Context: an optimization exercise on an open-source flow, tuned for small area. The choices shown serve that exercise and are no tape-out recipe.
No functional check of the RTL was part of any run shown here.

==> flow/design.v (outline; a module is shown in full before it is edited, if it fits) <==
// module iir_fa: 4 lines
// module iir_ha: 4 lines
// module iir_benc: 5 lines
// module iir_biquad_axis: 7201 lines
module iir_biquad_axis #(
    parameter integer C_S_AXI_DATA_WIDTH = 32,
    parameter integer C_S_AXI_ADDR_WIDTH = 5,
    parameter integer DATA_WIDTH         = 32    
)(
    input  wire aclk,
    input  wire aresetn,    
    input  wire [DATA_WIDTH-1:0] s_axis_tdata,
    input  wire                  s_axis_tvalid,
    output wire                  s_axis_tready,
    input  wire                  s_axis_tlast,
    output wire [DATA_WIDTH-1:0] m_axis_tdata,
    output reg                   m_axis_tvalid,
    input  wire                  m_axis_tready,
    output reg                   m_axis_tlast,
    input  wire [C_S_AXI_ADDR_WIDTH-1:0] s_axi_awaddr,
    input  wire                          s_axi_awvalid,
    output wire                          s_axi_awready,
    input  wire [C_S_AXI_DATA_WIDTH-1:0] s_axi_wdata,
    input  wire [C_S_AXI_DATA_WIDTH/8-1:0] s_axi_wstrb,
    input  wire                          s_axi_wvalid,
    output wire                          s_axi_wready,
    output wire [1:0]                    s_axi_bresp,
    output wire                          s_axi_bvalid,
    input  wire                          s_axi_bready,
    input  wire [C_S_AXI_ADDR_WIDTH-1:0] s_axi_araddr,
    input  wire                          s_axi_arvalid,
    output wire                          s_axi_arready,
    output wire [C_S_AXI_DATA_WIDTH-1:0] s_axi_rdata,
    output wire [1:0]                    s_axi_rresp,
    output wire                          s_axi_rvalid,
    input  wire                          s_axi_rready
);
  // ...
==> flow/run.sh <==
#!/bin/bash
# synth_recipe.tcl (not shown) runs the flow's synth.tcl, then flattens the netlist and writes it again
# the make line also repeats each setting of config.mk as NAME=value (left out here)
make -C /OpenROAD-flow-scripts/flow DESIGN_CONFIG=/design/flow/config.mk WORK_HOME=/design/flow/orfs CLKGATE_MAP_FILE= SYNTH_SCRIPT=/design/flow/synth_recipe.tcl finish
==> flow/config.mk <==
export PLATFORM = sky130hd
export DESIGN_NAME = iir_biquad_axis
export DESIGN_NICKNAME = iir_biquad_axis
export VERILOG_FILES = /design/flow/design.v
export SDC_FILE = /design/flow/constraint.sdc
export NUM_CORES = 4
export LEC_CHECK = 0
export ABC_AREA = 1
export CAP_MARGIN = 5
export CORE_MARGIN = 2
export CORE_UTILIZATION = 40
export CTS_BUF_LIST = sky130_fd_sc_hd__clkbuf_4
export SLEW_MARGIN = 5
export SYNTH_HIERARCHICAL = 1
==> flow/constraint.sdc <==
create_clock -name core_clock -period 22.0 [get_ports {aclk}]
set_input_delay 4.4000 -clock core_clock [delete_from_list [all_inputs] [get_ports {aclk}]]
set_output_delay 4.4000 -clock core_clock [all_outputs]
set_load 0.01 [all_outputs]
==> flow_results.org, run 1 <==
** Status
- Result of the run :: timing/DRC/antenna clean

** Setup path
- Crit-path most repeated cell :: sky130_fd_sc_hd__fa_1
- Worst stage delay on the critical path :: between 0.6 and 0.7 ns
- Reg2Reg Launch Point :: y_r[10]$_SDFFE_PP0P_
- Critical path depth :: 48
- Buf/Inv on CP :: 4
- End point of the critical path :: y_r[4]$_SDFFE_PP0P_
- Worst Setup End Kind :: flip-flop

** Synth
- During synthesis, Yosys emitted a total of 7 warnings.
- Synthesized-area fraction occupied by and/or/nand/nor cells :: 4.69%
- In the synthesized netlist, the cells that appear most often are sky130_fd_sc_hd__fa_1, sky130_fd_sc_hd__xor2_1, sky130_fd_sc_hd__o22ai_1, sky130_fd_sc_hd__nand2_1, sky130_fd_sc_hd__inv_1.
- Fraction of synthesis flops using an asynchronous set or reset pin :: 0%

** STA
- Post-Route Setup TNS :: 0 ns
- Setup violations remaining at the end of the flow were counted as 0.

** Clocking
- The clock passes through at most 3 buffers.
- Hold bufs inserted after CTS :: 0
- TritonCTS created approximately 100 clock buffers.
- TritonCTS clock tree :: done
- Sink count of the clock tree :: 359

** GRT
- For met1 alone, demand over resource in global routing was between 40% and 50%.
- Aggregate global-route resource usage :: 37.5%

** Final layout
- 15 antenna diodes ended up in the layout.
- Final Instance Count excl. Fillers :: 8930
- Number of fillers in the final layout :: roughly 16k
- Across the whole layout, storage elements make up 12.9% of the cell area.
- Most frequent cells in the layout :: sky130_fd_sc_hd__fa_1, sky130_fd_sc_hd__xor2_1, sky130_fd_sc_hd__o22ai_1, sky130_fd_sc_hd__nand2_1, sky130_fd_sc_hd__inv_1
- In the final layout, the share of cells above drive strength 1 is approximately 8.5%.

** Drt
- In this run the remaining antenna-violating nets after routing total 0.

** Place
- Number of port buffers :: 151

** Floorplanning
- 164 I/O pins were placed.
==> inputs of run 2 (changes only) <==
--- a/flow/config.mk
+++ b/flow/config.mk
@@ -6,9 +6,8 @@
 export NUM_CORES = 4
 export LEC_CHECK = 0
 export ABC_AREA = 1
-export CAP_MARGIN = 5
+export CAP_MARGIN = 20
 export CORE_MARGIN = 2
 export CORE_UTILIZATION = 40
-export CTS_BUF_LIST = sky130_fd_sc_hd__clkbuf_4
-export SLEW_MARGIN = 5
+export SLEW_MARGIN = 20
 export SYNTH_HIERARCHICAL = 1
==> run 2 against run 1 <==
  * Utilization rose by 0.14 points
  * Routed wire length barely moved
  * Final area grew 0.32%
  * Die area did not move
  * Worst setup slack lost 0.33 ns
  * Largest cell class unchanged
==> flow_results.org, run 2 <==
** Final layout
- Across the whole layout, storage elements account for 0.00943 mm^2.
- The library cells used most frequently in the layout, excluding fill and tap cells, are sky130_fd_sc_hd__fa_1, sky130_fd_sc_hd__xor2_1, sky130_fd_sc_hd__o22ai_1, sky130_fd_sc_hd__nand2_1, sky130_fd_sc_hd__inv_1.
- Footprint of the multi-input gates :: roughly 0.054 mm^2
- Number of nets in the layout :: 8143
- Layout-stage area growth over the synthesis result :: 8.67%
- Area of all placed cells without fillers :: between 0.07 and 0.08 mm^2
- Commonest non-fill, non-tap cell in the layout :: sky130_fd_sc_hd__fa_1
- Fraction of layout instances using a drive strength above 1 :: 7.42% (-1.1 points)
- Utilization of the core after routing :: 43.9%
- The number of filler instances in the final layout is 15.9k (-1.2%).

** Clocking
- The total clock buffers created by CTS is 45 (-56%).
- Hold bufs inserted after CTS :: 0 (unchanged)
- Resized Gates After CTS :: 0
- Number of levels in the clock H-tree :: 2
- The number of clock sinks seen by CTS is 359 (unchanged).
- Clock-pin slew was measured on the worst setup and hold paths at approximately 0.070 ns.
- TritonCTS built the clock tree.
- Clock root buffer :: sky130_fd_sc_hd__clkbuf_16
- The later pin in the worst-skew pair is clocked with a latency of between 0.7 and 0.8 ns.
- The buffer levels on the longest clock path was 3 (unchanged).
- Once the clock tree was built, the setup fixing pass inserted 0 buffers.

** Drt
- The routed layout has around 59k vias.
- Routed via count divided by cell count :: 6.63
- Post-DRT Antenna Nets :: 0 (unchanged)
- In this run, the number of DRC markers left after iteration 0 of detailed routing was 8856.
- Drt total wl :: 327000 um
- In the final routed layout, each cell accounts on average for 37.1 um.
- Post-route DRC :: 0
- The first detailed-routing pass took 10 iterations.

** Floorplanning
- The floorplan step defined a die boundary enclosing 0.173 mm^2.
- I/O Pins :: 164 (unchanged)
- Core Footprint :: about 0.17 mm^2
- Die outline width :: 415 um
- In this run the core area contains 150 standard-cell rows.
- The die is 415 um tall.
- Starting density of the core :: approximately two fifths

** GRT
- Aggregate global-route resource usage :: 37.5% (-0.067 points)
- First-pass GRT wire length :: roughly 460000 um
- Entering global routing, the biggest net connects 73 pins.
- Vias in the first global route :: 60.2k
- Total congestion overflow :: 0
- The initial antenna violation count is 16.

** STA
- The total negative slack is 0 ns (unchanged).
- The final hold violation count was 0.
- Fraction of the cycle the final worst path needs :: between 90 and 100%
- RSZ-0062 raised after global routing :: false
- Relative slew margins :: 11.0%
- For the pin with the worst max-slew slack, the measured transition is ~1.3 ns.
- Highest clock frequency the design can meet :: about 48 MHz
- Time the final worst path needs with I/O delays and setup :: 20.98 ns
- The tightest hold path in the finished design has a slack of 0.412 ns.
- Max Slew Vio Count :: 0
- Between clock sinks in the finished design, the worst skew comes to slightly below 0.09 ns.
- Count of final setup violators :: 0 (unchanged)
- Final worst-path setup slack :: 1.02 ns

** Synth
- By count the netlist is led by sky130_fd_sc_hd__fa_1, sky130_fd_sc_hd__xor2_1, sky130_fd_sc_hd__o22ai_1, sky130_fd_sc_hd__nand2_1, sky130_fd_sc_hd__inv_1.
- Number of flip-flops and latches in the synthesized netlist :: 359
- Average cell area after synthesis :: 10.1 um^2
- Cell type with the highest aggregate area in the netlist :: sky130_fd_sc_hd__fa_1
- The share of synthesized flip-flops with an asynchronous set or reset was 0% (unchanged).
- After technology mapping, the gate count stands at between 6k and 7k.
- Sequential elements use roughly 14% of the synthesized area.
- The cell area that synthesis handed to floorplanning was roughly 0.068 mm^2.
- In the post-synthesis netlist, the cell with the most instances is sky130_fd_sc_hd__fa_1.
- Area share of the leading cell type in the synthesized netlist :: around two fifths
- Number of enable-type register cells in the synthesized netlist :: 224
- Largest cells by area after synthesis :: sky130_fd_sc_hd__fa_1, sky130_fd_sc_hd__xor2_1, sky130_fd_sc_hd__o22ai_1
- For this run, the leading register cell type out of synthesis is sky130_fd_sc_hd__edfxtp_1.
- The total number of yosys warnings is 7 (unchanged).
- After synthesis, the netlist uses 29 different library cells.

** Status
- Result of the run :: timing/DRC/antenna clean

** Setup path
- Cell type of the slowest stage on the worst timing path :: sky130_fd_sc_hd__clkdlybuf4s50_1
- Crit-path most repeated cell :: sky130_fd_sc_hd__fa_1
- Crit path kind :: in -> reg
- Required time reported for the critical path endpoint :: ~23 ns
- Data arrives at the worst endpoint at 21.51 ns.
- Worst Setup End Kind :: flip-flop
- STA classifies the critical path startpoint as an input pin.
- Of all nets on the critical path, the largest fanout is 15.
- Worst stage delay on the critical path :: 0.66 ns (-0.02 ns)

** Place
- Cell area reported after detailed placement :: 0.0720 mm^2
- Placer Congestion :: 1.08
- Number of port buffers :: 151 (unchanged)
- HPWL after DPL :: approximately 230000 um
- OpenSTA, run right after detailed placement, puts the worst setup slack at ~0.53 ns.

** Run
- Max-cap violations :: 0

** Min path
- Path class of the lowest-slack min-delay path :: reg -> reg
[run 2: cell counts after synthesis]
Identical to the previous run, type by type.
[run 2: metal layers]
metal / share of wire, % / track usage [%] / vias to the layer above / wire length [um]
met2: 41 / 54.1 / 5505 / 135000
met1: 33 / 43.7 / 29400 / 109000
met3: 16 / 17.0 / 1685 / 51600
met4: 9.8 / 27.8 / 14 / 32200
met5: 0.034 / 0.111 / - / 111
li1: - / - / 21900 / -
[run 2: final timing paths]
path,start,to,slack [ns],cells past startpoint
worst max-delay path,s_axis_tdata[17],y_l[13]$_SDFFE_PP0P_,1.02,49
worst min-delay path,x1_r[9]$_SDFFE_PP0P_,x2_r[9]$_SDFFE_PP0P_,0.41,2
worst max register to register,y_r[10]$_SDFFE_PP0P_,y_r[5]$_SDFFE_PP0P_,1.58,54
worst min register to register,x1_r[9]$_SDFFE_PP0P_,x2_r[9]$_SDFFE_PP0P_,0.41,2
[run 2: final cells by class]
cell class	instances	area share [%]
Inverter	531	2.71
Clock buffer	62	1.73
Sequential cell	359	12.8
Tap cell	2204	3.75
Timing Repair Buffer	468	5.32
Antenna cell	8	0.0272
Multi-Input combinational cell	5176	73.3
Clock inverter	20	0.352
[run 2: cell families after synthesis]
kind of cell	after synthesis	synth area share [%]
AO/OA/AOI/OAI	1497	13.4
other	1	0.00554
flip-flops	359	13.9
adder cells (fa/ha/maj)	1474	42.8
AND/OR/NAND/NOR	786	4.69
XOR/XNOR	1400	18.1
buffers and inverters	1200	7.09
[run 2: modules after synthesis, one instance, submodules excluded]
| module | cells inside | area, um^2 |
|---|---|---|
| iir_biquad_axis | 5023 | 37800 |
| iir_benc | 6 | 28.8 |
| iir_ha | 1 | 12.5 |
| iir_fa | 1 | 20.0 |
[run 2: critical path: cells and delay by family]
kind                     cells  cell delay, ns
adder cells (fa/ha/maj)     36           15.05
buffers and inverters        5            1.13
AND/OR/NAND/NOR              6            0.44
XOR/XNOR                     1            0.27
AO/OA/AOI/OAI                1            0.22
[run 2: stage by stage]
stage	instances
6_report	8828
5_1_grt	8820
4_1_cts	8819
3_5_place_dp	8737
3_3_place_gp	8736
2_1_floorplan	6735

-- separate check: timing with driven ports --
In the flow no input, the clock included, has a driving cell. The finished layouts below were timed again as built, in two steps. Step 1, drivers: a clkbuf_16 drives aclk and a buf_2 each remaining input, both assumed. Step 2 adds t to the input delays and takes it off the output delays; t is the mean of the earliest and latest rising clock arrival at the registers after step 1. Input paths then give back, and output paths get back, about the clock's delay inside the block. Three values: ideal ports, drivers, drivers and shift; two values: the first two.
run	t (ns)	setup slack, ns	clock arrival spread, ns	worst slew at a driven data input, ns	pins driven straight from the clock port
run 1	1.142	1.350 / 1.412 / 0.270	0.080 / 0.080	0.10	1
run 2	0.752	1.020 / 1.072 / 0.321	0.089 / 0.089	0.12	1
After both steps setup and hold are still met in every run listed. For run 1, which loses most, drivers alone change the setup slack by +0.062 ns; drivers and shift together by -1.080 ns.
